This is an optimization exercise on Yosys and OpenROAD, whose aim is small area and a short achievable clock period, not a production implementation.
No functional check of the RTL was part of any run shown here.
No activity file was given, so power comes from the tool's default toggle rates.

<file path="config.mk">
export PLATFORM = sky130hd
export DESIGN_NAME = fir_filter
export DESIGN_NICKNAME = fir_filter
export VERILOG_FILES = /design/flow/design.v
export SDC_FILE = /design/flow/constraint.sdc
export NUM_CORES = 4
export LEC_CHECK = 0
export CAP_MARGIN = 20
export CORE_MARGIN = 2
export CORE_UTILIZATION = 65
export CTS_BUF_LIST = sky130_fd_sc_hd__clkbuf_4 sky130_fd_sc_hd__clkbuf_8
export SETUP_SLACK_MARGIN = 4.0
export SLEW_MARGIN = 20
export SYNTH_HIERARCHICAL = 1
</file>
<file path="constraint.sdc">
create_clock -name core_clock -period 11.0 [get_ports {clk}]
set_input_delay 2.2000 -clock core_clock [delete_from_list [all_inputs] [get_ports {clk}]]
set_output_delay 2.2000 -clock core_clock [all_outputs]
set_load 0.01 [all_outputs]
</file>
<file path="design.v">
module fir_filter (
    data_in, data_out, clk, rst
);
    output [17:0] data_out;
    input  [7:0]  data_in;
    input         clk, rst;
    wire [7:0] d = data_in;
    reg  [7:0]  x1n;
    reg  [7:0]  x2;
    reg  [7:0]  x3n;
    reg  [7:0]  x4;
    reg  [7:0]  x5n;
    reg  [7:0]  x6;
    reg  [7:0]  x7n;
    reg  [17:0] s;
    wire p1, p2;
    fa u_p1 (.a(x2[0]), .b(x4[0]), .c(x6[0]), .s(p1), .co(p2));
    wire p3, p4;
    fa u_p3 (.a(x2[1]), .b(x4[1]), .c(x6[1]), .s(p3), .co(p4));
    wire p5, p6;
    fa u_p5 (.a(p2), .b(p3), .c(d[1]), .s(p5), .co(p6));
    wire p7, p8;
    fa u_p7 (.a(x2[2]), .b(x4[2]), .c(x6[2]), .s(p7), .co(p8));
    wire p9, p10;
    fa u_p9 (.a(p4), .b(p7), .c(d[2]), .s(p9), .co(p10));
    wire p11, p12;
    fa u_p11 (.a(x2[3]), .b(x4[3]), .c(x6[3]), .s(p11), .co(p12));
    wire p13, p14;
    fa u_p13 (.a(p8), .b(p11), .c(d[3]), .s(p13), .co(p14));
    wire p15, p16;
    fa u_p15 (.a(x2[4]), .b(x4[4]), .c(x6[4]), .s(p15), .co(p16));
    wire p17, p18;
    fa u_p17 (.a(p12), .b(p15), .c(d[4]), .s(p17), .co(p18));
    wire p19, p20;
    fa u_p19 (.a(x2[5]), .b(x4[5]), .c(x6[5]), .s(p19), .co(p20));
    wire p21, p22;
    fa u_p21 (.a(p16), .b(p19), .c(d[5]), .s(p21), .co(p22));
    wire p23, p24;
    fa u_p23 (.a(x2[6]), .b(x4[6]), .c(x6[6]), .s(p23), .co(p24));
    wire p25, p26;
    fa u_p25 (.a(p20), .b(p23), .c(d[6]), .s(p25), .co(p26));
    wire p27, p28;
    fa u_p27 (.a(x2[7]), .b(x4[7]), .c(x6[7]), .s(p27), .co(p28));
    wire p29, p30;
    fa u_p29 (.a(p24), .b(p27), .c(d[7]), .s(p29), .co(p30));
    wire Pc_p0, Pc_g0;
    ha u_Pc_h0 (.a(p1), .b(d[0]), .s(Pc_p0), .co(Pc_g0));
    wire Pc_p2, Pc_g2;
    ha u_Pc_h2 (.a(p6), .b(p9), .s(Pc_p2), .co(Pc_g2));
    wire Pc_p3, Pc_g3;
    ha u_Pc_h3 (.a(p10), .b(p13), .s(Pc_p3), .co(Pc_g3));
    wire Pc_p4, Pc_g4;
    ha u_Pc_h4 (.a(p14), .b(p17), .s(Pc_p4), .co(Pc_g4));
    wire Pc_p5, Pc_g5;
    ha u_Pc_h5 (.a(p18), .b(p21), .s(Pc_p5), .co(Pc_g5));
    wire Pc_p6, Pc_g6;
    ha u_Pc_h6 (.a(p22), .b(p25), .s(Pc_p6), .co(Pc_g6));
    wire Pc_p7, Pc_g7;
    ha u_Pc_h7 (.a(p26), .b(p29), .s(Pc_p7), .co(Pc_g7));
    wire Pc_p8, Pc_g8;
    ha u_Pc_h8 (.a(p28), .b(p30), .s(Pc_p8), .co(Pc_g8));
    wire Pc_G1 = p5 & Pc_g0;
    wire Pc_P1 = p5 & Pc_p0;
    wire Pc_G2 = Pc_g3 | (Pc_p3 & Pc_g2);
    wire Pc_P2 = Pc_p3 & Pc_p2;
    wire Pc_G3 = Pc_g5 | (Pc_p5 & Pc_g4);
    wire Pc_P3 = Pc_p5 & Pc_p4;
    wire Pc_G4 = Pc_g7 | (Pc_p7 & Pc_g6);
    wire Pc_P4 = Pc_p7 & Pc_p6;
    wire Pc_G6 = Pc_G2 | (Pc_P2 & Pc_G1);
    wire Pc_P6 = Pc_P2 & Pc_P1;
    wire Pc_G7 = Pc_G4 | (Pc_P4 & Pc_G3);
    wire Pc_P7 = Pc_P4 & Pc_P3;
    wire Pc_G8 = Pc_G7 | (Pc_P7 & Pc_G6);
    wire Pc_P8 = Pc_P7 & Pc_P6;
    wire Pc_G9 = Pc_G3 | (Pc_P3 & Pc_G6);
    wire Pc_P9 = Pc_P3 & Pc_P6;
    wire Pc_G11 = Pc_g2 | (Pc_p2 & Pc_G1);
    wire Pc_P11 = Pc_p2 & Pc_P1;
    wire Pc_G12 = Pc_g4 | (Pc_p4 & Pc_G6);
    wire Pc_P12 = Pc_p4 & Pc_P6;
    wire Pc_G13 = Pc_g6 | (Pc_p6 & Pc_G9);
    wire Pc_P13 = Pc_p6 & Pc_P9;
    wire Pc_G14 = Pc_g8 | (Pc_p8 & Pc_G8);
    wire Pc_P14 = Pc_p8 & Pc_P8;
    wire Pc_s1 = p5 ^ Pc_g0;
    wire Pc_s2 = Pc_p2 ^ Pc_G1;
    wire Pc_s3 = Pc_p3 ^ Pc_G11;
    wire Pc_s4 = Pc_p4 ^ Pc_G6;
    wire Pc_s5 = Pc_p5 ^ Pc_G12;
    wire Pc_s6 = Pc_p6 ^ Pc_G9;
    wire Pc_s7 = Pc_p7 ^ Pc_G13;
    wire Pc_s8 = Pc_p8 ^ Pc_G8;
    wire [10:0] P = {1'b0, Pc_G14, Pc_s8, Pc_s7, Pc_s6, Pc_s5, Pc_s4, Pc_s3, Pc_s2, Pc_s1, Pc_p0};
    wire t1, t2;
    fa u_t1 (.a(~x7n[0]), .b(x3n[0]), .c(~P[0]), .s(t1), .co(t2));
    wire t3 = ~(~x7n[1] ^ x3n[1]);
    wire t4 = ~x7n[1] | x3n[1];
    wire t5, t6;
    fa u_t5 (.a(t3), .b(~P[1]), .c(t2), .s(t5), .co(t6));
    wire t7, t8;
    fa u_t7 (.a(~x7n[2]), .b(~x7n[0]), .c(x3n[2]), .s(t7), .co(t8));
    wire t9, t10;
    fa u_t9 (.a(t4), .b(t7), .c(~P[2]), .s(t9), .co(t10));
    wire t11, t12;
    fa u_t11 (.a(~x7n[3]), .b(~x7n[1]), .c(x3n[3]), .s(t11), .co(t12));
    wire t13, t14;
    fa u_t13 (.a(t8), .b(t11), .c(~P[3]), .s(t13), .co(t14));
    wire t15, t16;
    fa u_t15 (.a(~x7n[4]), .b(~x7n[2]), .c(~x7n[0]), .s(t15), .co(t16));
    wire t17, t18;
    fa u_t17 (.a(x3n[4]), .b(t15), .c(t12), .s(t17), .co(t18));
    wire t19, t20;
    fa u_t19 (.a(t17), .b(P[0]), .c(~P[4]), .s(t19), .co(t20));
    wire t21, t22;
    fa u_t21 (.a(~x7n[5]), .b(~x7n[3]), .c(~x7n[1]), .s(t21), .co(t22));
    wire t23, t24;
    fa u_t23 (.a(x3n[5]), .b(t16), .c(t21), .s(t23), .co(t24));
    wire t25, t26;
    fa u_t25 (.a(t23), .b(t18), .c(P[1]), .s(t25), .co(t26));
    wire t27, t28;
    fa u_t27 (.a(~P[5]), .b(t25), .c(t20), .s(t27), .co(t28));
    wire t29, t30;
    fa u_t29 (.a(~x7n[6]), .b(~x7n[4]), .c(~x7n[2]), .s(t29), .co(t30));
    wire t31, t32;
    fa u_t31 (.a(~x7n[0]), .b(x3n[6]), .c(t22), .s(t31), .co(t32));
    wire t33, t34;
    fa u_t33 (.a(t29), .b(t24), .c(t31), .s(t33), .co(t34));
    wire t35, t36;
    fa u_t35 (.a(t33), .b(P[0]), .c(P[2]), .s(t35), .co(t36));
    wire t37, t38;
    fa u_t37 (.a(~P[6]), .b(t26), .c(t35), .s(t37), .co(t38));
    wire t39, t40;
    fa u_t39 (.a(~x7n[7]), .b(~x7n[5]), .c(~x7n[3]), .s(t39), .co(t40));
    wire t41, t42;
    fa u_t41 (.a(~x7n[1]), .b(x3n[7]), .c(t30), .s(t41), .co(t42));
    wire t43, t44;
    fa u_t43 (.a(t39), .b(t32), .c(t41), .s(t43), .co(t44));
    wire t45, t46;
    fa u_t45 (.a(t34), .b(t43), .c(P[1]), .s(t45), .co(t46));
    wire t47, t48;
    fa u_t47 (.a(P[3]), .b(~P[7]), .c(t36), .s(t47), .co(t48));
    wire t49, t50;
    fa u_t49 (.a(t45), .b(t38), .c(t47), .s(t49), .co(t50));
    wire t51 = ~(~x3n[0] ^ ~x7n[6]);
    wire t52 = ~x3n[0] | ~x7n[6];
    wire t53, t54;
    fa u_t53 (.a(~x7n[4]), .b(~x7n[2]), .c(t51), .s(t53), .co(t54));
    wire t55, t56;
    fa u_t55 (.a(t40), .b(t53), .c(t42), .s(t55), .co(t56));
    wire t57, t58;
    fa u_t57 (.a(t44), .b(t55), .c(P[2]), .s(t57), .co(t58));
    wire t59, t60;
    fa u_t59 (.a(P[4]), .b(~P[8]), .c(t46), .s(t59), .co(t60));
    wire t61, t62;
    fa u_t61 (.a(t57), .b(t48), .c(t59), .s(t61), .co(t62));
    wire t63 = ~(~x3n[1] ^ ~x7n[7]);
    wire t64 = ~x3n[1] | ~x7n[7];
    wire t65, t66;
    fa u_t65 (.a(~x7n[5]), .b(~x7n[3]), .c(t52), .s(t65), .co(t66));
    wire t67, t68;
    fa u_t67 (.a(t63), .b(t54), .c(t65), .s(t67), .co(t68));
    wire t69, t70;
    fa u_t69 (.a(t67), .b(t56), .c(P[3]), .s(t69), .co(t70));
    wire t71, t72;
    fa u_t71 (.a(P[5]), .b(~P[9]), .c(t58), .s(t71), .co(t72));
    wire t73, t74;
    fa u_t73 (.a(t69), .b(t60), .c(t71), .s(t73), .co(t74));
    wire t75 = ~(~x3n[2] ^ ~x7n[6]);
    wire t76 = ~x3n[2] | ~x7n[6];
    wire t77, t78;
    fa u_t77 (.a(~x7n[4]), .b(t64), .c(t75), .s(t77), .co(t78));
    wire t79, t80;
    fa u_t79 (.a(t66), .b(t77), .c(t68), .s(t79), .co(t80));
    wire t81, t82;
    fa u_t81 (.a(t79), .b(P[4]), .c(P[6]), .s(t81), .co(t82));
    wire t83, t84;
    fa u_t83 (.a(~P[10]), .b(t70), .c(t81), .s(t83), .co(t84));
    wire t85, t86;
    fa u_t85 (.a(t72), .b(t83), .c(t74), .s(t85), .co(t86));
    wire t87, t88;
    fa u_t87 (.a(~x3n[3]), .b(~x7n[7]), .c(~x7n[5]), .s(t87), .co(t88));
    wire t89, t90;
    fa u_t89 (.a(t76), .b(t87), .c(t78), .s(t89), .co(t90));
    wire t91, t92;
    fa u_t91 (.a(t89), .b(t80), .c(P[5]), .s(t91), .co(t92));
    wire t93, t94;
    fa u_t93 (.a(P[7]), .b(t82), .c(t91), .s(t93), .co(t94));
    wire t95, t96;
    fa u_t95 (.a(t84), .b(t93), .c(t86), .s(t95), .co(t96));
    wire t97 = ~(~x3n[4] ^ ~x7n[6]);
    wire t98 = ~x3n[4] | ~x7n[6];
    wire t99, t100;
    fa u_t99 (.a(t97), .b(t88), .c(t90), .s(t99), .co(t100));
    wire t101, t102;
    fa u_t101 (.a(t99), .b(P[6]), .c(P[8]), .s(t101), .co(t102));
    wire t103, t104;
    fa u_t103 (.a(t92), .b(t101), .c(t94), .s(t103), .co(t104));
    wire t105 = ~(~x3n[5] ^ ~x7n[7]);
    wire t106 = ~x3n[5] | ~x7n[7];
    wire t107, t108;
    fa u_t107 (.a(t98), .b(t105), .c(t100), .s(t107), .co(t108));
    wire t109, t110;
    fa u_t109 (.a(t107), .b(P[7]), .c(P[9]), .s(t109), .co(t110));
    wire t111, t112;
    fa u_t111 (.a(t102), .b(t109), .c(t104), .s(t111), .co(t112));
    wire t113 = ~(~x3n[6] ^ t106);
    wire t114 = ~x3n[6] | t106;
    wire t115, t116;
    fa u_t115 (.a(t113), .b(t108), .c(P[8]), .s(t115), .co(t116));
    wire t117, t118;
    fa u_t117 (.a(P[10]), .b(t110), .c(t115), .s(t117), .co(t118));
    wire t119 = ~(~x3n[7] ^ t114);
    wire t120 = ~x3n[7] | t114;
    wire t121, t122;
    fa u_t121 (.a(t119), .b(P[9]), .c(t116), .s(t121), .co(t122));
    wire t123 = ~(t120 ^ P[10]);
    wire t124 = t120 | P[10];
    wire s_nextc_p2, s_nextc_g2;
    ha u_s_nextc_h2 (.a(t9), .b(t6), .s(s_nextc_p2), .co(s_nextc_g2));
    wire s_nextc_p3, s_nextc_g3;
    ha u_s_nextc_h3 (.a(t10), .b(t13), .s(s_nextc_p3), .co(s_nextc_g3));
    wire s_nextc_p4, s_nextc_g4;
    ha u_s_nextc_h4 (.a(t14), .b(t19), .s(s_nextc_p4), .co(s_nextc_g4));
    wire s_nextc_p6, s_nextc_g6;
    ha u_s_nextc_h6 (.a(t37), .b(t28), .s(s_nextc_p6), .co(s_nextc_g6));
    wire s_nextc_p8, s_nextc_g8;
    ha u_s_nextc_h8 (.a(t50), .b(t61), .s(s_nextc_p8), .co(s_nextc_g8));
    wire s_nextc_p9, s_nextc_g9;
    ha u_s_nextc_h9 (.a(t62), .b(t73), .s(s_nextc_p9), .co(s_nextc_g9));
    wire s_nextc_p12, s_nextc_g12;
    ha u_s_nextc_h12 (.a(t103), .b(t96), .s(s_nextc_p12), .co(s_nextc_g12));
    wire s_nextc_p14, s_nextc_g14;
    ha u_s_nextc_h14 (.a(t117), .b(t112), .s(s_nextc_p14), .co(s_nextc_g14));
    wire s_nextc_p15, s_nextc_g15;
    ha u_s_nextc_h15 (.a(t118), .b(t121), .s(s_nextc_p15), .co(s_nextc_g15));
    wire s_nextc_p16, s_nextc_g16;
    ha u_s_nextc_h16 (.a(t123), .b(t122), .s(s_nextc_p16), .co(s_nextc_g16));
    wire s_nextc_p17, s_nextc_g17;
    ha u_s_nextc_h17 (.a(1'b1), .b(t124), .s(s_nextc_p17), .co(s_nextc_g17));
    wire s_nextc_P1 = t5 & t1;
    wire s_nextc_G2 = s_nextc_g3 | (s_nextc_p3 & s_nextc_g2);
    wire s_nextc_P2 = s_nextc_p3 & s_nextc_p2;
    wire s_nextc_G3 = t27 & s_nextc_g4;
    wire s_nextc_P3 = t27 & s_nextc_p4;
    wire s_nextc_G4 = t49 & s_nextc_g6;
    wire s_nextc_P4 = t49 & s_nextc_p6;
    wire s_nextc_G5 = s_nextc_g9 | (s_nextc_p9 & s_nextc_g8);
    wire s_nextc_P5 = s_nextc_p9 & s_nextc_p8;
    wire s_nextc_P6 = t95 & t85;
    wire s_nextc_G7 = t111 & s_nextc_g12;
    wire s_nextc_P7 = t111 & s_nextc_p12;
    wire s_nextc_G8 = s_nextc_g15 | (s_nextc_p15 & s_nextc_g14);
    wire s_nextc_P8 = s_nextc_p15 & s_nextc_p14;
    wire s_nextc_G9 = s_nextc_g17 | (s_nextc_p17 & s_nextc_g16);
    wire s_nextc_P9 = s_nextc_p17 & s_nextc_p16;
    wire s_nextc_P10 = s_nextc_P2 & s_nextc_P1;
    wire s_nextc_G11 = s_nextc_G4 | (s_nextc_P4 & s_nextc_G3);
    wire s_nextc_P11 = s_nextc_P4 & s_nextc_P3;
    wire s_nextc_G12 = s_nextc_P6 & s_nextc_G5;
    wire s_nextc_P12 = s_nextc_P6 & s_nextc_P5;
    wire s_nextc_G13 = s_nextc_G8 | (s_nextc_P8 & s_nextc_G7);
    wire s_nextc_P13 = s_nextc_P8 & s_nextc_P7;
    wire s_nextc_G14 = s_nextc_G11 | (s_nextc_P11 & s_nextc_G2);
    wire s_nextc_P14 = s_nextc_P11 & s_nextc_P10;
    wire s_nextc_G15 = s_nextc_G13 | (s_nextc_P13 & s_nextc_G12);
    wire s_nextc_P15 = s_nextc_P13 & s_nextc_P12;
    wire s_nextc_G16 = s_nextc_G15 | (s_nextc_P15 & s_nextc_G14);
    wire s_nextc_P16 = s_nextc_P15 & s_nextc_P14;
    wire s_nextc_G17 = s_nextc_G12 | (s_nextc_P12 & s_nextc_G14);
    wire s_nextc_P17 = s_nextc_P12 & s_nextc_P14;
    wire s_nextc_G18 = s_nextc_G3 | (s_nextc_P3 & s_nextc_G2);
    wire s_nextc_P18 = s_nextc_P3 & s_nextc_P10;
    wire s_nextc_G19 = s_nextc_G5 | (s_nextc_P5 & s_nextc_G14);
    wire s_nextc_P19 = s_nextc_P5 & s_nextc_P14;
    wire s_nextc_G20 = s_nextc_G7 | (s_nextc_P7 & s_nextc_G17);
    wire s_nextc_P20 = s_nextc_P7 & s_nextc_P17;
    wire s_nextc_G21 = s_nextc_G9 | (s_nextc_P9 & s_nextc_G16);
    wire s_nextc_P21 = s_nextc_P9 & s_nextc_P16;
    wire s_nextc_P22 = s_nextc_p2 & s_nextc_P1;
    wire s_nextc_G23 = s_nextc_g4 | (s_nextc_p4 & s_nextc_G2);
    wire s_nextc_P23 = s_nextc_p4 & s_nextc_P10;
    wire s_nextc_G24 = s_nextc_g6 | (s_nextc_p6 & s_nextc_G18);
    wire s_nextc_P24 = s_nextc_p6 & s_nextc_P18;
    wire s_nextc_G25 = s_nextc_g8 | (s_nextc_p8 & s_nextc_G14);
    wire s_nextc_P25 = s_nextc_p8 & s_nextc_P14;
    wire s_nextc_G26 = t85 & s_nextc_G19;
    wire s_nextc_P26 = t85 & s_nextc_P19;
    wire s_nextc_G27 = s_nextc_g12 | (s_nextc_p12 & s_nextc_G17);
    wire s_nextc_P27 = s_nextc_p12 & s_nextc_P17;
    wire s_nextc_G28 = s_nextc_g14 | (s_nextc_p14 & s_nextc_G20);
    wire s_nextc_P28 = s_nextc_p14 & s_nextc_P20;
    wire s_nextc_G29 = s_nextc_g16 | (s_nextc_p16 & s_nextc_G16);
    wire s_nextc_P29 = s_nextc_p16 & s_nextc_P16;
    wire s_nextc_s3 = s_nextc_p3 ^ s_nextc_g2;
    wire s_nextc_s4 = s_nextc_p4 ^ s_nextc_G2;
    wire s_nextc_s5 = t27 ^ s_nextc_G23;
    wire s_nextc_s6 = s_nextc_p6 ^ s_nextc_G18;
    wire s_nextc_s7 = t49 ^ s_nextc_G24;
    wire s_nextc_s8 = s_nextc_p8 ^ s_nextc_G14;
    wire s_nextc_s9 = s_nextc_p9 ^ s_nextc_G25;
    wire s_nextc_s10 = t85 ^ s_nextc_G19;
    wire s_nextc_s11 = t95 ^ s_nextc_G26;
    wire s_nextc_s12 = s_nextc_p12 ^ s_nextc_G17;
    wire s_nextc_s13 = t111 ^ s_nextc_G27;
    wire s_nextc_s14 = s_nextc_p14 ^ s_nextc_G20;
    wire s_nextc_s15 = s_nextc_p15 ^ s_nextc_G28;
    wire s_nextc_s16 = s_nextc_p16 ^ s_nextc_G16;
    wire s_nextc_s17 = s_nextc_p17 ^ s_nextc_G29;
    wire [17:0] s_next = {s_nextc_s17, s_nextc_s16, s_nextc_s15, s_nextc_s14, s_nextc_s13, s_nextc_s12, s_nextc_s11, s_nextc_s10, s_nextc_s9, s_nextc_s8, s_nextc_s7, s_nextc_s6, s_nextc_s5, s_nextc_s4, s_nextc_s3, s_nextc_p2, t5, t1};
    wire o1, o2;
    ha u_o1 (.a(s[6]), .b(d[6]), .s(o1), .co(o2));
    wire o3, o4;
    fa u_o3 (.a(s[7]), .b(d[7]), .c(d[5]), .s(o3), .co(o4));
    wire o5, o6;
    ha u_o5 (.a(s[8]), .b(d[6]), .s(o5), .co(o6));
    wire o7, o8;
    ha u_o7 (.a(s[9]), .b(d[7]), .s(o7), .co(o8));
    wire o9, o10;
    ha u_o9 (.a(s[4]), .b(d[4]), .s(o9), .co(o10));
    wire o11, o12;
    fa u_o11 (.a(s[5]), .b(d[5]), .c(d[3]), .s(o11), .co(o12));
    wire o13, o14;
    fa u_o13 (.a(d[4]), .b(d[2]), .c(d[0]), .s(o13), .co(o14));
    wire o15, o16;
    fa u_o15 (.a(d[3]), .b(d[1]), .c(o2), .s(o15), .co(o16));
    wire o17, o18;
    fa u_o17 (.a(d[4]), .b(d[2]), .c(o5), .s(o17), .co(o18));
    wire o19, o20;
    fa u_o19 (.a(d[5]), .b(d[3]), .c(o7), .s(o19), .co(o20));
    wire o21, o22;
    fa u_o21 (.a(s[10]), .b(d[6]), .c(d[4]), .s(o21), .co(o22));
    wire o23, o24;
    ha u_o23 (.a(s[11]), .b(d[7]), .s(o23), .co(o24));
    wire o25, o26;
    ha u_o25 (.a(s[2]), .b(d[2]), .s(o25), .co(o26));
    wire o27, o28;
    fa u_o27 (.a(s[3]), .b(d[3]), .c(d[1]), .s(o27), .co(o28));
    wire o29, o30;
    fa u_o29 (.a(d[2]), .b(d[0]), .c(o9), .s(o29), .co(o30));
    wire o31, o32;
    fa u_o31 (.a(d[1]), .b(o10), .c(o11), .s(o31), .co(o32));
    wire o33, o34;
    fa u_o33 (.a(o1), .b(o13), .c(o12), .s(o33), .co(o34));
    wire o35, o36;
    fa u_o35 (.a(o3), .b(o14), .c(o15), .s(o35), .co(o36));
    wire o37, o38;
    fa u_o37 (.a(o4), .b(o17), .c(o16), .s(o37), .co(o38));
    wire o39, o40;
    fa u_o39 (.a(o6), .b(o19), .c(o18), .s(o39), .co(o40));
    wire o41, o42;
    fa u_o41 (.a(o8), .b(o21), .c(o20), .s(o41), .co(o42));
    wire o43, o44;
    fa u_o43 (.a(d[5]), .b(o23), .c(o22), .s(o43), .co(o44));
    wire o45, o46;
    fa u_o45 (.a(s[12]), .b(d[6]), .c(o24), .s(o45), .co(o46));
    wire o47, o48;
    ha u_o47 (.a(s[13]), .b(d[7]), .s(o47), .co(o48));
    wire yc_p0, yc_g0;
    ha u_yc_h0 (.a(s[0]), .b(d[0]), .s(yc_p0), .co(yc_g0));
    wire yc_p1, yc_g1;
    ha u_yc_h1 (.a(s[1]), .b(d[1]), .s(yc_p1), .co(yc_g1));
    wire yc_p2, yc_g2;
    ha u_yc_h2 (.a(d[0]), .b(o25), .s(yc_p2), .co(yc_g2));
    wire yc_p3, yc_g3;
    ha u_yc_h3 (.a(o26), .b(o27), .s(yc_p3), .co(yc_g3));
    wire yc_p4, yc_g4;
    ha u_yc_h4 (.a(o28), .b(o29), .s(yc_p4), .co(yc_g4));
    wire yc_p5, yc_g5;
    ha u_yc_h5 (.a(o30), .b(o31), .s(yc_p5), .co(yc_g5));
    wire yc_p6, yc_g6;
    ha u_yc_h6 (.a(o33), .b(o32), .s(yc_p6), .co(yc_g6));
    wire yc_p7, yc_g7;
    ha u_yc_h7 (.a(o34), .b(o35), .s(yc_p7), .co(yc_g7));
    wire yc_p8, yc_g8;
    ha u_yc_h8 (.a(o37), .b(o36), .s(yc_p8), .co(yc_g8));
    wire yc_p9, yc_g9;
    ha u_yc_h9 (.a(o39), .b(o38), .s(yc_p9), .co(yc_g9));
    wire yc_p10, yc_g10;
    ha u_yc_h10 (.a(o41), .b(o40), .s(yc_p10), .co(yc_g10));
    wire yc_p11, yc_g11;
    ha u_yc_h11 (.a(o43), .b(o42), .s(yc_p11), .co(yc_g11));
    wire yc_p12, yc_g12;
    ha u_yc_h12 (.a(o45), .b(o44), .s(yc_p12), .co(yc_g12));
    wire yc_p13, yc_g13;
    ha u_yc_h13 (.a(o47), .b(o46), .s(yc_p13), .co(yc_g13));
    wire yc_p14, yc_g14;
    ha u_yc_h14 (.a(s[14]), .b(o48), .s(yc_p14), .co(yc_g14));
    wire yc_G1 = yc_g1 | (yc_p1 & yc_g0);
    wire yc_G2 = yc_g3 | (yc_p3 & yc_g2);
    wire yc_P2 = yc_p3 & yc_p2;
    wire yc_G3 = yc_g5 | (yc_p5 & yc_g4);
    wire yc_P3 = yc_p5 & yc_p4;
    wire yc_G4 = yc_g7 | (yc_p7 & yc_g6);
    wire yc_P4 = yc_p7 & yc_p6;
    wire yc_G5 = yc_g9 | (yc_p9 & yc_g8);
    wire yc_P5 = yc_p9 & yc_p8;
    wire yc_G6 = yc_g11 | (yc_p11 & yc_g10);
    wire yc_P6 = yc_p11 & yc_p10;
    wire yc_G7 = yc_g13 | (yc_p13 & yc_g12);
    wire yc_P7 = yc_p13 & yc_p12;
    wire yc_G8 = s[15] & yc_g14;
    wire yc_P8 = s[15] & yc_p14;
    wire yc_P9 = s[17] & s[16];
    wire yc_G10 = yc_g2 | (yc_p2 & yc_G1);
    wire yc_G11 = yc_G2 | (yc_P2 & yc_G1);
    wire yc_G12 = yc_g6 | (yc_p6 & yc_G3);
    wire yc_P12 = yc_p6 & yc_P3;
    wire yc_G13 = yc_G4 | (yc_P4 & yc_G3);
    wire yc_P13 = yc_P4 & yc_P3;
    wire yc_G14 = yc_g10 | (yc_p10 & yc_G5);
    wire yc_P14 = yc_p10 & yc_P5;
    wire yc_G15 = yc_G6 | (yc_P6 & yc_G5);
    wire yc_P15 = yc_P6 & yc_P5;
    wire yc_G16 = yc_g14 | (yc_p14 & yc_G7);
    wire yc_P16 = yc_p14 & yc_P7;
    wire yc_G17 = yc_G8 | (yc_P8 & yc_G7);
    wire yc_P17 = yc_P8 & yc_P7;
    wire yc_G18 = yc_g4 | (yc_p4 & yc_G11);
    wire yc_G19 = yc_G3 | (yc_P3 & yc_G11);
    wire yc_G20 = yc_G12 | (yc_P12 & yc_G11);
    wire yc_G21 = yc_G13 | (yc_P13 & yc_G11);
    wire yc_G22 = yc_g12 | (yc_p12 & yc_G15);
    wire yc_P22 = yc_p12 & yc_P15;
    wire yc_G23 = yc_G7 | (yc_P7 & yc_G15);
    wire yc_P23 = yc_P7 & yc_P15;
    wire yc_G24 = yc_G16 | (yc_P16 & yc_G15);
    wire yc_P24 = yc_P16 & yc_P15;
    wire yc_G25 = yc_G17 | (yc_P17 & yc_G15);
    wire yc_P25 = yc_P17 & yc_P15;
    wire yc_G26 = yc_g8 | (yc_p8 & yc_G21);
    wire yc_G27 = yc_G5 | (yc_P5 & yc_G21);
    wire yc_G28 = yc_G14 | (yc_P14 & yc_G21);
    wire yc_G29 = yc_G15 | (yc_P15 & yc_G21);
    wire yc_G30 = yc_G22 | (yc_P22 & yc_G21);
    wire yc_G31 = yc_G23 | (yc_P23 & yc_G21);
    wire yc_G32 = yc_G24 | (yc_P24 & yc_G21);
    wire yc_G33 = yc_G25 | (yc_P25 & yc_G21);
    wire yc_G34 = s[16] & yc_G33;
    wire yc_G35 = yc_P9 & yc_G33;
    wire yc_s1 = yc_p1 ^ yc_g0;
    wire yc_s2 = yc_p2 ^ yc_G1;
    wire yc_s3 = yc_p3 ^ yc_G10;
    wire yc_s4 = yc_p4 ^ yc_G11;
    wire yc_s5 = yc_p5 ^ yc_G18;
    wire yc_s6 = yc_p6 ^ yc_G19;
    wire yc_s7 = yc_p7 ^ yc_G20;
    wire yc_s8 = yc_p8 ^ yc_G21;
    wire yc_s9 = yc_p9 ^ yc_G26;
    wire yc_s10 = yc_p10 ^ yc_G27;
    wire yc_s11 = yc_p11 ^ yc_G28;
    wire yc_s12 = yc_p12 ^ yc_G29;
    wire yc_s13 = yc_p13 ^ yc_G30;
    wire yc_s14 = yc_p14 ^ yc_G31;
    wire yc_s15 = s[15] ^ yc_G32;
    wire yc_s16 = s[16] ^ yc_G33;
    wire yc_s17 = s[17] ^ yc_G34;
    wire [17:0] y = {yc_s17, yc_s16, yc_s15, yc_s14, yc_s13, yc_s12, yc_s11, yc_s10, yc_s9, yc_s8, yc_s7, yc_s6, yc_s5, yc_s4, yc_s3, yc_s2, yc_s1, yc_p0};
    assign data_out = y;
    wire rst_n = ~rst;
    wire [7:0] x1n_d;
    nand2v u_x1n (.a(d), .b({8{rst_n}}), .y(x1n_d));
    wire [7:0] x2_d;
    nor2v u_x2 (.a(x1n), .b({8{rst}}), .y(x2_d));
    wire [7:0] x3n_d;
    nand2v u_x3n (.a(x2), .b({8{rst_n}}), .y(x3n_d));
    wire [7:0] x4_d;
    nor2v u_x4 (.a(x3n), .b({8{rst}}), .y(x4_d));
    wire [7:0] x5n_d;
    nand2v u_x5n (.a(x4), .b({8{rst_n}}), .y(x5n_d));
    wire [7:0] x6_d;
    nor2v u_x6 (.a(x5n), .b({8{rst}}), .y(x6_d));
    wire [7:0] x7n_d;
    nand2v u_x7n (.a(x6), .b({8{rst_n}}), .y(x7n_d));
    always @(posedge clk) begin
        x1n <= x1n_d;
        x2 <= x2_d;
        x3n <= x3n_d;
        x4 <= x4_d;
        x5n <= x5n_d;
        x6 <= x6_d;
        x7n <= x7n_d;
        s <= rst ? 18'd0 : s_next;
    end
endmodule
module fa (input a, input b, input c, output s, output co);
    assign s = a ^ b ^ c;
    assign co = (a & b) | (a & c) | (b & c);
endmodule
module ha (input a, input b, output s, output co);
    assign s = a ^ b;
    assign co = a & b;
endmodule
module nand2v (input [7:0] a, input [7:0] b, output [7:0] y);
    assign y = ~(a & b);
endmodule
module nor2v (input [7:0] a, input [7:0] b, output [7:0] y);
    assign y = ~(a | b);
endmodule
</file>
<file path="run.sh">
#!/bin/bash
# synth_recipe.tcl (not shown) runs the flow's synth.tcl, then flattens the netlist and writes it again
# the make line also repeats each setting of config.mk as NAME=value (left out here)
make -C /OpenROAD-flow-scripts/flow DESIGN_CONFIG=/design/flow/config.mk WORK_HOME=/design/flow/orfs CLKGATE_MAP_FILE= SYNTH_SCRIPT=/design/flow/synth_recipe.tcl finish
</file>
==> flow_metrics.py, run 1 <==
metrics = {
    "critical_path": {
        "critPathLaunchType": "input port",
        "worstPathArrival_ps": 5100,
        "cp-end-kind": "primary output",
        "worstPathRequired_ps": 8800,
        "r2r_setup_slack_ps": 4960,
        "path_max_fanout": 3,
        "criticalPathCategory": "input port to primary output",
        "reg2reg_depth": 24,
        "timing.rr.end": "s[17]$_SDFF_PP0_",
        "timing.rr.start": "x2[2]$_DFF_P_",
    },
    "cells_and_area": {
        "final_common_cell": "fa_1",
        "fin_nets": 649,
        "final_cell_area_um2": 6220,
        "synthToLayoutAreaGrowth_pct": 19.4,
        "layout_common_cells": "fa_1, dfxtp_1, ha_1",
        "seqCellArea_um2": 1480,
        "n_fill_cell": 479,
        "antenna_cells": 0,
        "multiInputGateArea_um2": 3810,
        "layout-drive-gt1-share": 0.215,
    },
    "hold_path": {
        "hold_depth": 1,
        "hold_path_end": "x2[4]$_DFF_P_",
        "hp-start": "x1n[4]$_DFF_P_",
        "hold_path.class": "register to register",
    },
    "logic_synthesis": {
        "ys_warn_count": 7,
        "synthCells": 449,
        "synth_seq_cells": 74,
        "synth.distinct_cells": 34,
        "postSynth.asyncResetShare": 0,
        "syn_area_per_cell_um2": 11.6,
        "synth_seq_area_share": 0.284,
        "synth_edf_count": 0,
        "synth_top_area_share": 0.326,
        "synthTopCellsByArea": "fa_1, dfxtp_1, ha_1, nor2_1, inv_1",
        "synth-main-ff-cell": "dfxtp_1",
        "syn_area_um2": 5210,
        "synth_largest_area_cell": "fa_1",
    },
    "clocking": {
        "clk_pin_slew_worst_paths_ps": 80,
        "clock-root-buffer": "clkbuf_8",
        "cts_tree": "yes",
        "clock_latency_ps": 350,
        "ctsHoldBuffers": 0,
        "cts_buffers": 9,
        "cts_sinks": 74,
        "cts_max_level": 3,
        "cts.path.max_buffers": 2,
    },
    "timing": {
        "fin_crit_sh": 0.664,
        "drv_slew": 0,
        "finalSetupTns_ps": 0,
        "relSlewSlack": 0.373,
        "skew_ps": 5.97,
        "finalHoldViolations": 0,
        "finalSetupViolations": 0,
        "fmax_mhz": 137,
        "tightest_slew_ps": 940,
        "finalCriticalPeriod_ps": 7300,
        "rsz0062_at_grt": "true",
    },
    "routing": {
        "routedWlPerCell_um": 16.4,
        "via_count": 3141,
        "drt_pass1_iterations": 4,
        "vias_per_cell": 5.29,
        "drt_iter0_drc": 91,
        "ant_nets": 0,
        "drt_wl_total_um": 9730,
        "post-route-drc-count": 0,
    },
    "power": {
        "leakagePower_nw": 2.90,
        "powerDensity_nw_per_um2": 291,
        "switching_power_w": 0.000709,
        "swShare": 0.391,
        "pwr-share-comb": 0.683,
        "clockPowerShare": 0.143,
        "ir_drop_v": 0.000265,
        "power.internal_w": 0.00110,
        "seqPwrFrac": 0.175,
    },
    "placed_design": {
        "place.gp.congestion": 0.881,
        "dpl_cell_area_um2": 5580,
        "port_buffers": 27,
        "dp_hpwl_um": 7250,
    },
    "floorplanning": {
        "die-width_um": 93.6,
        "dieArea_um2": 8750,
        "ios": 28,
        "core_um2": 7770,
        "start_util": 0.671,
        "die_h_um": 93.6,
        "rows": 32,
    },
    "grt": {
        "antenna_found_initial": 0,
        "grt_pass1_vias": 3397,
        "grt_pass1_wl_um": 16300,
        "grt.overflow.total": 0,
        "grt_usage": 0.249,
        "grt_max_degree": 44,
    },
    "run": {
        "maxCapViolCount": 0,
    },
    "outcome": {
        "status": "finished clean",
    },
}
==> power groups by stage <==
stage / clock (W) / sequential, W / combinational [W]
6_report: 0.000258 / 0.000316 / 0.00124
3_5_place_dp: 0 / 0.000322 / 0.00104
2_1_floorplan: 0 / 0.000318 / 0.000846
4_1_cts: 0.000262 / 0.000316 / 0.00106
5_1_grt: 0.000274 / 0.000320 / 0.00137
3_3_place_gp: 0 / 0.000321 / 0.00101
==> per-module statistics from Yosys (local to each module, per instance) <==
| module | cells | times used |
|---|---|---|
| fa | 1 | 85 |
| fir_filter | 267 | 1 |
| ha | 1 | 41 |
| nand2v | 8 | 4 |
| nor2v | 8 | 3 |
==> worst max path at each step <==
stage / start / to / slack, ps
after floorplan: data_in[2] / s[17]$_SDFF_PP0_ / 3800
after global placement: data_in[6] / data_out[17] / 2520
after detailed placement: data_in[7] / data_out[17] / 2460
after CTS: data_in[7] / data_out[17] / 3660
after global routing: data_in[6] / data_out[17] / 3540
final: data_in[7] / data_out[17] / 3700
==> cell type report <==
| class | instances | area share |
|---|---|---|
| Timing Repair Buffer | 46 | 0.0683 |
| Multi-Input combinational cell | 319 | 0.611 |
| Clock buffer | 10 | 0.0211 |
| Sequential cell | 74 | 0.238 |
| Tap cell | 102 | 0.0205 |
| Clock inverter | 6 | 0.0183 |
| Inverter | 37 | 0.0223 |
==> stage by stage <==
stage,hold WS (ps),total power (W),cells,utilization,setup WS (ps)
after floorplan,363,0.00116,450,-,3800
after global placement,363,0.00133,560,0.718,2520
after detailed placement,366,0.00136,560,0.718,2460
after CTS,377,0.00163,586,0.765,3660
after global routing,375,0.00196,594,0.801,3540
final,377,0.00181,594,0.801,3700
==> registers in the layout, summed over array words and instances (netlist names) <==
signal / cells
s: 18
x1n: 8
x3n: 8
x7n: 8
x6: 8
x2: 8
x5n: 8
x4: 8
==> repair_timing <==
| item | CTS | global route |
|---|---|---|
| endpoints found under the setup margin | 22 | 16 |
| setup buffers | 10 | 8 |
| pin swaps | 34 | 21 |
| resized for setup | 98 | 42 |
==> per-layer routing <==
metal  GRT usage  part of all wire  vias up
met5           0                 0        -
met4      0.0676             0.013        0
met3      0.0419             0.025       12
met2       0.421              0.52       41
met1       0.334              0.44     1605
li1            -                 -     1483
==> logic make-up after synthesis <==
family,count (synthesis),synth area share
buffers and inverters,57,0.0540
xor gates and xnor gates,20,0.0336
DFF,74,0.284
and+or+nand+nor,113,0.0955
other,2,0.00144
adders and majority gates,152,0.487
AOI/OAI and AO/OA,31,0.0439
==> worst max-delay path, cell delays in order <==
cell and delay, ps:
buf_12 110, buf_6 120, fa_1 480, fa_1 600, ha_4 240, a21oi_4 180, o21ai_4 90, nor3_4 170
a211oi_4 100, a211oi_2 250, nor2b_1 80, ha_2 180, xor2_1 140, buf_2 130
==> cells in the mapped netlist (all sizes together) (5+ instances only) <==
library cell	count
fa	85
dfxtp	74
ha	67
nor2	50
inv	37
nand2	36
buf	18
nor2b	14
xnor2	13
a21o	8
a21oi	8
xor2	7
o21ai	5
==> run 2: changes to the inputs <==
--- a/config.mk
+++ b/config.mk
@@ -11,3 +11,3 @@
 export CTS_BUF_LIST = sky130_fd_sc_hd__clkbuf_4 sky130_fd_sc_hd__clkbuf_8
-export SETUP_SLACK_MARGIN = 4.0
+export SETUP_SLACK_MARGIN = 3.0
 export SLEW_MARGIN = 20
==> run 2 against run 1 <==
- die area stayed put
- still clean on timing, DRC and antenna
- clock power is 14% lower
- cell area is 8.0% lower
- first-iteration DRC count is 22% lower
- largest cell class unchanged
- maximum frequency is 7.0% lower
- critical endpoint is now data_out[15]
- synthesized area stayed put
- non-clock buffer count is 15 lower
- count of clock-buffer cells in the layout stayed put
- largest power group unchanged
- worst setup slack worse by 550 ps
- wire length is 7.8% lower
==> flow_metrics.py, run 2 <==
metrics = {
    "grt": {
        "grt_pass1_wl_um": 15300,
        "grt_pass1_vias": 3232,
        "grt_max_degree": 44,
        "grt_usage": 0.235,
        "antenna_found_initial": 0,
        "grt.overflow.total": 0,
    },
    "logic_synthesis": {
        "synth-main-ff-cell": "dfxtp_1",
        "synth_top_area_share": 0.326,
        "synth_edf_count": 0,
        "synth_seq_area_share": 0.284,
        "yosys-top-cells-count": "fa_1, dfxtp_1, ha_1, nor2_1, inv_1",
        "synthTopCellsByArea": "fa_1, dfxtp_1, ha_1, nor2_1, inv_1",
        "synthCells": 449,
        "synth.distinct_cells": 34,
        "postSynth.asyncResetShare": 0,
        "syn_area_per_cell_um2": 11.6,
        "synth_seq_cells": 74,
        "syn_area_um2": 5210,
        "synth_largest_area_cell": "fa_1",
        "yosysMostFrequentCell": "fa_1",
        "ys_warn_count": 7,
    },
    "timing": {
        "skew_ps": 13.1,
        "relSlewSlack": 0.378,
        "rsz0062_at_grt": "false",
        "finalSetupTns_ps": 0,
        "tightest_slew_ps": 933,
        "hold_ws_ps": 379,
        "finalHoldViolations": 0,
        "fin_crit_sh": 0.713,
        "finalSetupViolations": 0,
        "drv_slew": 0,
        "finalCriticalPeriod_ps": 7850,
        "fmax_mhz": 127,
    },
    "power": {
        "ir_drop_v": 0.000239,
        "leakagePower_nw": 2.74,
        "switching_power_w": 0.000605,
        "power.internal_w": 0.000959,
        "swShare": 0.387,
        "seqPwrFrac": 0.200,
        "pwr-share-comb": 0.658,
        "powerDensity_nw_per_um2": 273,
        "clockPowerShare": 0.142,
    },
    "critical_path": {
        "criticalPathCategory": "input port to primary output",
        "worstPathArrival_ps": 5650,
        "path_max_fanout": 6,
        "crit_chain": "buf_4 -> ha_1 -> fa_1 -> fa_1 -> ha_1 -> nand2_1 -> nor2_2 -> o21ai_2 -> a211oi_4 -> a211oi_2 -> buf_4 -> xnor2_1 -> clkdlybuf4s50_1",
        "timing.rr.start": "x2[2]$_DFF_P_",
        "slowest_stage": "clkdlybuf4s50_1",
        "worstPathRequired_ps": 8800,
        "timing.rr.end": "s[17]$_SDFF_PP0_",
        "slowest_delay_ps": 550,
        "path_delay_family": "adder cells",
        "cp-end-kind": "primary output",
        "r2r_setup_slack_ps": 4520,
        "crit_buf_inv": 3,
        "reg2reg_depth": 24,
        "critPathLaunchType": "input port",
    },
    "cells_and_area": {
        "fin_nets": 634,
        "postLayoutCoreUtil": 0.737,
        "antenna_cells": 0,
        "final_common_cell": "fa_1",
        "largest_register_ffs": 18,
        "registers.top_by_ff_count": "s",
        "layout-drive-gt1-share": 0.0901,
        "layout_common_cells": "fa_1, dfxtp_1, ha_1",
        "synthToLayoutAreaGrowth_pct": 9.82,
    },
    "hold_path": {
        "hold_depth": 1,
        "hp-start": "x5n[5]$_DFF_P_",
        "hold_path_end": "x6[5]$_DFF_P_",
        "hold_path.class": "register to register",
    },
    "routing": {
        "routed.top_layer": "met4",
        "drt_iter0_drc": 71,
        "wl_met1_um": 4000,
        "ant_nets": 0,
        "wl_met3_um": 252,
        "route.met2.wl_um": 4530,
        "drt_wl_total_um": 8970,
        "via_count": 3013,
        "post-route-drc-count": 0,
        "vias_per_cell": 5.20,
        "drt_pass1_iterations": 4,
        "routedWlPerCell_um": 15.5,
    },
    "floorplanning": {
        "die-width_um": 93.6,
        "ios": 28,
        "core_um2": 7770,
        "die_h_um": 93.6,
        "start_util": 0.671,
        "rows": 32,
        "dieArea_um2": 8750,
    },
    "clocking": {
        "clk_pin_slew_worst_paths_ps": 80,
        "cts_sinks": 74,
        "cts_tree": "yes",
        "cts.path.max_buffers": 2,
        "clock_latency_ps": 350,
        "cts_buffers": 9,
        "ctsHoldBuffers": 0,
        "clock-root-buffer": "clkbuf_8",
        "cts_max_level": 3,
    },
    "placed_design": {
        "port_buffers": 27,
        "dp_hpwl_um": 7260,
        "place.gp.congestion": 0.859,
    },
    "outcome": {
        "status": "finished clean",
    },
    "run": {
        "maxCapViolCount": 0,
    },
}
==> run 2: final cells by class <==
cell class	instances	area (um2)
multi-input combinational	319	3490
fill	579	2040
sequential	74	1480
timing repair buffer	31	280
inverter	37	139
clock buffer	10	138
tap	102	128
clock inverter	6	72.6
==> run 2: per-stage QoR <==
step                      area [um2]  std cells  power, W  setup WS [ps]
final                           5720        579   0.00156           3150
after global routing            5720        579   0.00171           2980
after CTS                       5710        577   0.00156           3040
after detailed placement        5480        560   0.00130           2300
after global placement          5480        560   0.00127           2440
after floorplan                 5220        450   0.00111           3470
==> run 2: routing by layer <==
metal / global-route usage / up-vias
li1: - / 1452
met1: 0.308 / 1512
met2: 0.395 / 35
met3: 0.0564 / 14
met4: 0.0676 / 0
met5: 0 / -
==> run 2: kinds of logic after synthesis <==
kind of cell / Yosys count / synth area share
adders and majority gates: 152 / 0.487
xor gates and xnor gates: 20 / 0.0336
other: 2 / 0.00144
DFF: 74 / 0.284
AOI/OAI and AO/OA: 31 / 0.0439
and+or+nand+nor: 113 / 0.0955
buffers and inverters: 57 / 0.0540
==> run 2: worst reg2reg max path, delay by kind of cell (launching register included) <==
| family | cells | cell delay (ps) |
|---|---|---|
| adder cells (fa/ha/maj) | 10 | 3580 |
| AO/OA/AOI/OAI | 9 | 1680 |
| AND/OR/NAND/NOR | 3 | 520 |
| buffers and inverters | 1 | 90 |
| flip-flops | 1 | 350 |
| XOR/XNOR | 1 | 150 |
==> run 2: worst max path at each step <==
| stage | from | to | slack, ps | depth (start not counted) |
|---|---|---|---|---|
| 6_report | data_in[6] | data_out[15] | 3150 | 13 |
| 5_1_grt | data_in[6] | data_out[15] | 2980 | 13 |
| 4_1_cts | data_in[7] | data_out[16] | 3040 | 13 |
| 3_5_place_dp | data_in[7] | data_out[17] | 2300 | 14 |
| 3_3_place_gp | data_in[7] | data_out[17] | 2440 | 14 |
| 2_1_floorplan | data_in[2] | s[17]$_SDFF_PP0_ | 3470 | 23 |
==> run 2: power by group through the flow <==
stage | sequential, W | combinational [W] | clock [W]
2_1_floorplan | 0.000317 | 0.000789 | 0
3_3_place_gp | 0.000319 | 0.000952 | 0
3_5_place_dp | 0.000320 | 0.000984 | 0
4_1_cts | 0.000314 | 0.00102 | 0.000229
5_1_grt | 0.000316 | 0.00115 | 0.000239
6_report | 0.000313 | 0.00103 | 0.000223
==> run 2: repair_timing <==
action,in CTS,in global routing
pin swaps,3,4
buffers inserted,1,2
setup endpoints to repair,14,3
gates resized for setup,34,7
==> run 2: per-module statistics from Yosys, one instance, submodules excluded <==
module      copies in the design  area (um2)  cells inside  flip-flops and latches
nor2v                          3        30.0             8                       0
fa                            85        20.0             1                       0
nand2v                         4        30.0             8                       0
fir_filter                     1        2790           267                      74
ha                            41        12.5             1                       0
==> run 3: changes to the inputs <==
--- a/config.mk
+++ b/config.mk
@@ -10,4 +10,6 @@
 export CORE_UTILIZATION = 65
-export CTS_BUF_LIST = sky130_fd_sc_hd__clkbuf_4 sky130_fd_sc_hd__clkbuf_8
-export SETUP_SLACK_MARGIN = 3.0
+export CTS_BUF_LIST = sky130_fd_sc_hd__clkbuf_8
+export CTS_CLUSTER_DIAMETER = 200
+export CTS_CLUSTER_SIZE = 50
+export SETUP_SLACK_MARGIN = 3.5
 export SLEW_MARGIN = 20
==> run 3 against run 2 <==
- total power is 4.3% higher
- clock power is 9% lower
- register-to-register slack better by 280 ps
- first-iteration DRC count is 23% lower
- largest cell class unchanged
- largest power group unchanged
==> flow_metrics.py, run 3 <==
metrics = {
    "critical_path": {
        "cp-end-kind": "primary output",
        "worstPathRequired_ps": 8800,
        "path_max_fanout": 6,
        "reg2reg_depth": 24,
        "criticalPathCategory": "input port to primary output",
        "worstPathArrival_ps": 5210,
        "critPathLaunchType": "input port",
    },
    "timing": {
        "relSlewSlack": 0.391,
        "skew_ps": 11.2,
        "rsz0062_at_grt": "true",
        "fin_crit_sh": 0.674,
        "finalHoldViolations": 0,
        "finalSetupTns_ps": 0,
        "finalSetupViolations": 0,
        "finalCriticalPeriod_ps": 7410,
        "drv_slew": 0,
        "tightest_slew_ps": 913,
        "fmax_mhz": 135,
    },
    "floorplanning": {
        "ios": 28,
        "core_um2": 7770,
        "die_h_um": 93.6,
        "die-width_um": 93.6,
        "start_util": 0.671,
        "dieArea_um2": 8750,
        "rows": 32,
    },
    "power": {
        "seqPwrFrac": 0.193,
        "finalPower_w": 0.00163,
        "powerDensity_nw_per_um2": 279,
        "ir_drop_v": 0.000210,
        "clockPowerShare": 0.125,
        "swShare": 0.396,
        "switching_power_w": 0.000646,
        "pwr-share-comb": 0.682,
        "leakagePower_nw": 2.75,
        "power.internal_w": 0.000986,
    },
    "routing": {
        "drt_pass1_iterations": 4,
        "ant_nets": 0,
        "vias_per_cell": 5.21,
        "drt_iter0_drc": 55,
        "via_count": 3028,
        "routedWlPerCell_um": 15.5,
        "drt_wl_total_um": 8990,
        "post-route-drc-count": 0,
    },
    "cells_and_area": {
        "layout_common_cells": "fa_1, dfxtp_1, ha_1",
        "layout-drive-gt1-share": 0.140,
        "largest_register_ffs": 18,
        "antenna_cells": 0,
        "n_fill_cell": 535,
        "final_common_cell": "fa_1",
        "fin_nets": 637,
        "final_cells": 581,
        "synthToLayoutAreaGrowth_pct": 12.1,
        "registers.top_by_ff_count": "s",
    },
    "hold_path": {
        "hold_depth": 1,
        "hold_path.class": "register to register",
    },
    "logic_synthesis": {
        "synth_seq_cells": 74,
        "synth.distinct_cells": 34,
        "synthTopCellsByArea": "fa_1, dfxtp_1, ha_1, nor2_1, inv_1",
        "ys_warn_count": 7,
        "synthCells": 449,
        "synth-main-ff-cell": "dfxtp_1",
        "postSynth.asyncResetShare": 0,
        "yosys-top-cells-count": "fa_1, dfxtp_1, ha_1, nor2_1, inv_1",
        "syn_area_per_cell_um2": 11.6,
        "synth_top_area_share": 0.326,
        "yosysMostFrequentCell": "fa_1",
        "synth_largest_area_cell": "fa_1",
        "syn_area_um2": 5210,
        "synth_edf_count": 0,
        "synth_seq_area_share": 0.284,
    },
    "grt": {
        "grt_pass1_wl_um": 15300,
        "grt_usage": 0.234,
        "grt.overflow.total": 0,
        "antenna_found_initial": 0,
        "grt_max_degree": 44,
        "grt_pass1_vias": 3286,
    },
    "placed_design": {
        "port_buffers": 27,
        "dp_cells": 560,
        "dp_hpwl_um": 7140,
        "place.gp.congestion": 0.878,
    },
    "clocking": {
        "clock-root-buffer": "clkbuf_8",
        "cts_buffers": 9,
        "clock_latency_ps": 340,
        "cts_max_level": 3,
        "clk_pin_slew_worst_paths_ps": 70,
        "cts.path.max_buffers": 2,
        "cts_sinks": 74,
        "cts_tree": "yes",
    },
    "outcome": {
        "status": "finished clean",
    },
    "run": {
        "maxCapViolCount": 0,
    },
}
-- run 3: area by class of cell --
| cell class | count | area, um2 | share of cell area |
|---|---|---|---|
| Inverter | 37 | 139 | 0.0238 |
| Clock inverter | 6 | 68.8 | 0.0118 |
| Tap cell | 102 | 128 | 0.0218 |
| Timing Repair Buffer | 34 | 292 | 0.0499 |
| Multi-Input combinational cell | 319 | 3610 | 0.618 |
| Clock buffer | 9 | 124 | 0.0212 |
| Sequential cell | 74 | 1480 | 0.254 |
-- run 3: per-stage QoR --
step / setup slack [ps] / util / cell area, um2 / hold slack (ps)
2_1_floorplan: 3510 / - / 5230 / 363
4_1_cts: 3380 / 0.743 / 5770 / 376
6_report: 3590 / 0.752 / 5840 / 375
5_1_grt: 3460 / 0.752 / 5840 / 384
3_5_place_dp: 2310 / 0.707 / 5490 / 365
3_3_place_gp: 2450 / 0.707 / 5490 / 366
-- run 3: worst max-delay path, cell delays in order --
cell,delay [ps]
buf_4,160
ha_4,270
fa_1,410
fa_1,490
ha_4,340
nand2_4,70
o21ai_4,190
nor3_4,70
a211oi_4,280
buf_4,170
buf_6,90
o21ai_2,50
a221oi_2,240
buf_2,170
-- run 3: path summary, 6_finish.rpt --
check | from | endpoint | slack (ps)
setup / recovery | data_in[7] | data_out[14] | 3590
hold / removal | x1n[4]$_DFF_P_ | x2[4]$_DFF_P_ | 380
setup reg to reg | x2[2]$_DFF_P_ | s[17]$_SDFF_PP0_ | 4800
hold reg to reg | x1n[4]$_DFF_P_ | x2[4]$_DFF_P_ | 380
-- run 3: kinds of logic (layout without fill, tap and decap cells) --
group / Yosys count / in the layout / synth area share
simple gates: 113 / 113 / 0.0955
buf+inv: 57 / 86 / 0.0540
other cells: 2 / 3 / 0.00144
compound gates: 31 / 31 / 0.0439
fa+ha+maj: 152 / 152 / 0.487
xor+xnor: 20 / 20 / 0.0336
flops: 74 / 74 / 0.284
-- run 3: metal layers --
| metal | up-vias | routed length (um) | share of wire | GRT usage |
|---|---|---|---|---|
| met5 | - | 0 | 0 | 0 |
| met2 | 33 | 4640 | 0.52 | 0.400 |
| li1 | 1458 | - | - | - |
| met1 | 1528 | 4010 | 0.45 | 0.308 |
| met4 | 0 | 140 | 0.016 | 0.0688 |
| met3 | 9 | 201 | 0.022 | 0.0395 |
-- run 3: per-module statistics from Yosys, one instance, submodules excluded --
module	cells	flip-flops and latches	cell area, um2	times used
fir_filter	267	74	2790	1
nand2v	8	0	30.0	4
nor2v	8	0	30.0	3
fa	1	0	20.0	85
ha	1	0	12.5	41
-- run 3: power groups by stage --
stage	sequential (W)	clock [W]	combinational, W
2_1_floorplan	0.000317	0	0.000800
3_3_place_gp	0.000319	0	0.000964
3_5_place_dp	0.000320	0	0.000998
4_1_cts	0.000315	0.000209	0.00106
5_1_grt	0.000318	0.000220	0.00124
6_report	0.000315	0.000204	0.00111
-- run 3: what timing repair did --
item / CTS / global route
pin swaps: 8 / 20
endpoints found under the setup margin: 18 / 11
setup buffers: 4 / 2
hold buffers: 0 / 0
gates resized for setup: 68 / 22
==> run 4: changes to the inputs <==
==> flow/run.sh (new file) <==
#!/bin/bash
# Layout flow: the standard ORFS flow (standard.sh, unchanged synthesis),
# with two layout settings changed:
#  - ports are buffered with the smallest buffer (repair_timing upsizes the
#    ones on critical paths) instead of the delay cell buffer_ports picks;
#  - clock tree synthesis without dummy loads.
# Each tool's output is in this folder's orfs/logs; the make output is in
# flow.log.
set -euo pipefail
export BUFFER_PORTS_ARGS="-buffer_cell sky130_fd_sc_hd__buf_1"
export CTS_ARGS="-sink_clustering_enable -repair_clock_nets -dont_use_dummy_load -buf_list {sky130_fd_sc_hd__clkbuf_8}"
bash standard.sh finish > flow.log 2>&1
==> standard.sh (new file) <==
#!/bin/bash
# synth_recipe.tcl (not shown) runs the flow's synth.tcl, then flattens the netlist and writes it again
# the make line also repeats each setting of config.mk as NAME=value (left out here)
make -C /OpenROAD-flow-scripts/flow DESIGN_CONFIG=/design/flow/config.mk WORK_HOME=/design/flow/orfs CLKGATE_MAP_FILE= SYNTH_SCRIPT=/design/flow/synth_recipe.tcl "${@:-finish}"
removed: run.sh
==> run 4 against run 3 <==
- cell area shrank 3.4%
- critical path depth stayed put
- worst setup slack improved by 4.3 ps
- total power down 9.1%
- die area stayed put
- maximum frequency about the same
- count of clock-buffer cells in the layout did not move
- via count increased by 0.46%
- critical endpoint is now data_out[17]
==> flow_metrics.py, run 4 <==
metrics = {
    "outcome": {
        "status": "finished clean",
    },
    "logic_synthesis": {
        "yosys-top-cells-count": "fa_1, dfxtp_1, ha_1, nor2_1, inv_1",
        "synth_compound_area_frac": 0.0439,
        "synth_seq_cells": 74,
        "synth_largest_area_cell": "fa_1",
        "synth_seq_area_share": 0.284,
        "synthSimpleGateAreaFrac": 0.0955,
        "synth-main-ff-cell": "dfxtp_1",
        "synthCells": 449,
        "synth_edf_count": 0,
        "yosysMostFrequentCell": "fa_1",
        "synth.distinct_cells": 34,
        "synthTopCellsByArea": "fa_1, dfxtp_1, ha_1, nor2_1, inv_1",
        "synth_mux_area_frac": 0,
        "ys_warn_count": 7,
        "synth_fa_ha_area_frac": 0.487,
        "syn_area_um2": 5210,
        "postSynth.asyncResetShare": 0,
        "synth_top_area_share": 0.326,
        "synth-xor-area-share": 0.0336,
        "synth_top_family_by_area": "adder cells",
        "syn_area_per_cell_um2": 11.6,
    },
    "run": {
        "maxCapViolCount": 0,
    },
    "cells_and_area": {
        "layout-drive-gt1-share": 0.109,
        "layout_common_cells": "fa_1, dfxtp_1, ha_1",
        "antenna_cells": 0,
        "fin_nets": 633,
        "final_common_cell": "fa_1",
        "registers.top_by_ff_count": "s",
        "synthToLayoutAreaGrowth_pct": 8.31,
        "n_fill_cell": 563,
        "final_cell_area_um2": 5650,
        "largest_register_ffs": 18,
    },
    "critical_path": {
        "worstPathArrival_ps": 5210,
        "critPathLaunchType": "input port",
        "crit_start": "data_in[6]",
        "timing.rr.end": "s[17]$_SDFF_PP0_",
        "reg2reg_depth": 24,
        "path_max_fanout": 6,
        "r2r_setup_slack_ps": 4800,
        "criticalPathCategory": "input port to primary output",
        "cp-end-kind": "primary output",
        "worstPathRequired_ps": 8800,
        "timing.rr.start": "x2[1]$_DFF_P_",
    },
    "hold_path": {
        "hold_path_end": "x6[3]$_DFF_P_",
        "hp-start": "x5n[3]$_DFF_P_",
        "hold_path.class": "register to register",
        "hold_depth": 1,
    },
    "floorplanning": {
        "rows": 32,
        "core_um2": 7770,
        "ios": 28,
        "dieArea_um2": 8750,
        "die-width_um": 93.6,
        "die_h_um": 93.6,
        "start_util": 0.671,
    },
    "clocking": {
        "cts_buffers": 9,
        "cts_sinks": 74,
        "cts.path.max_buffers": 2,
        "clk_pin_slew_worst_paths_ps": 80,
        "ctsHoldBuffers": 0,
        "cts_max_level": 3,
        "clock-root-buffer": "clkbuf_8",
        "clock_latency_ps": 350,
        "cts_tree": "yes",
    },
    "power": {
        "finalPower_w": 0.00148,
        "ir_drop_v": 0.000208,
        "powerDensity_nw_per_um2": 263,
        "leakagePower_nw": 2.65,
    },
    "routing": {
        "drt_pass1_iterations": 4,
        "via_count": 3042,
        "routedWlPerCell_um": 16.3,
        "ant_nets": 0,
        "drt_wl_total_um": 9320,
        "post-route-drc-count": 0,
        "vias_per_cell": 5.33,
        "drt_iter0_drc": 92,
    },
    "timing": {
        "drv_slew": 0,
        "finalHoldViolations": 0,
        "rsz0062_at_grt": "true",
        "fmax_mhz": 135,
        "finalSetupViolations": 0,
        "finalCriticalPeriod_ps": 7410,
        "skew_ps": 25.2,
        "tightest_slew_ps": 984,
        "finalSetupTns_ps": 0,
        "postLayoutSetupSlackWorst_ps": 3590,
        "hold_ws_ps": 362,
        "relSlewSlack": 0.343,
        "fin_crit_sh": 0.673,
    },
    "grt": {
        "grt.overflow.total": 0,
        "grt_pass1_wl_um": 15800,
        "grt_usage": 0.240,
        "antenna_found_initial": 0,
        "grt_pass1_vias": 3283,
        "grt_max_degree": 44,
    },
    "placed_design": {
        "dp_hpwl_um": 7570,
        "post-place-ws_ps": 2790,
        "dpl_cell_area_um2": 5320,
        "place.gp.congestion": 0.818,
        "port_buffers": 27,
    },
}
## run 4: metal layers
layer / global-route usage / share of wire / wire length, um
met1: 0.320 / 0.44 / 4080
met2: 0.416 / 0.53 / 4970
met3: 0.0395 / 0.020 / 190
met4: 0.0543 / 0.0085 / 79
met5: 0 / 0 / 0
## run 4: Yosys stat by module, one instance, submodules excluded
module      cells inside  copies in the design  cell area [um2]
fa                     1                    85             20.0
fir_filter           267                     1             2790
ha                     1                    41             12.5
nand2v                 8                     4             30.0
nor2v                  8                     3             30.0
## run 4: worst max-delay path by stage
| stage | to | slack (ps) | cells past startpoint |
|---|---|---|---|
| after detailed placement | s[17]$_SDFF_PP0_ | 2790 | 24 |
| final | data_out[17] | 3590 | 14 |
| after global routing | data_out[17] | 3480 | 14 |
| after floorplan | s[17]$_SDFF_PP0_ | 3510 | 23 |
| after CTS | data_out[17] | 3490 | 14 |
| after global placement | s[17]$_SDFF_PP0_ | 2900 | 24 |
## run 4: kinds of logic (layout without fill, tap and decap cells)
logic type | Yosys count | in the layout
fa+ha+maj | 152 | 152
simple gates | 113 | 113
flops | 74 | 74
buf+inv | 57 | 76
compound gates | 31 | 31
xor+xnor | 20 | 20
other cells | 2 | 3
## run 4: repair_timing
item	4_1_cts	5_1_grt
resized for setup	22	16
buffers inserted	1	2
pin swaps	6	11
hold endpoints to repair	0	0
setup endpoints to repair	10	6
## run 4: area by class of cell
class,instances,area [um2],share of cell area
flip-flops and latches,74,1480,0.262
clock buffers,9,124,0.0219
repair buffers,30,149,0.0264
multi-input cells,319,3620,0.642
inverters,37,139,0.0246
well taps,102,128,0.0226
## run 4: where the power goes
| group | switching (W) | leakage [nW] | internal (W) |
|---|---|---|---|
| sequential | 0.0000152 | 0.607 | 0.000301 |
| combinational | 0.000526 | 1.98 | 0.000484 |
| clock | 0.0000848 | 0.0647 | 0.0000730 |
## run 4: critical path: stages
cell      delay (ps)
buf_4            160
ha_1             230
fa_1             520
fa_1             460
ha_4             330
a21oi_4           70
o21ai_4          200
nor3_4            60
a211oi_4         270
a211oi_2         120
nor2b_1          140
ha_2             180
xor2_1           120
buf_2            140
## run 4: metrics by stage
step / util / std cells
after detailed placement: 0.684 / 559
final: 0.727 / 571
after floorplan: - / 450
after global placement: 0.684 / 559
after global routing: 0.727 / 571
after CTS: 0.712 / 569

[static timing again, ports no longer ideal]
The flow's constraints put no driver on any port. The routed layouts listed below were extracted and timed again, unchanged, in two steps.
Step 1: set_driving_cell puts a clkbuf_16 on clk and a buf_2 on each other input, an assumption about the parent block.
Step 2 adds t to the input delays and takes it off the output delays; t is the mean of the earliest and latest rising clock arrival at the registers after step 1. Input paths then give back, and output paths get back, about the clock's delay inside the block.
Slacks: ideal / step 1 / step 2; pairs: ideal / step 1.
run | t (ns) | setup slack, ns | slew at the worst register clock pin (ns) | cell pins on the clock port's net
run 1 | 0.378 | 3.701 / 3.652 / 3.495 | 0.08 / 0.08 | 1
run 2 | 0.376 | 3.153 / 3.133 / 2.987 | 0.09 / 0.09 | 1
run 3 | 0.371 | 3.588 / 3.556 / 3.350 | 0.08 / 0.08 | 1
run 4 | 0.367 | 3.592 / 3.570 / 3.275 | 0.08 / 0.08 | 1
After both steps every run listed still meets setup and hold. The setup slack of run 4, which loses most, moves by -0.022 ns with the drivers and by -0.317 ns with both steps.
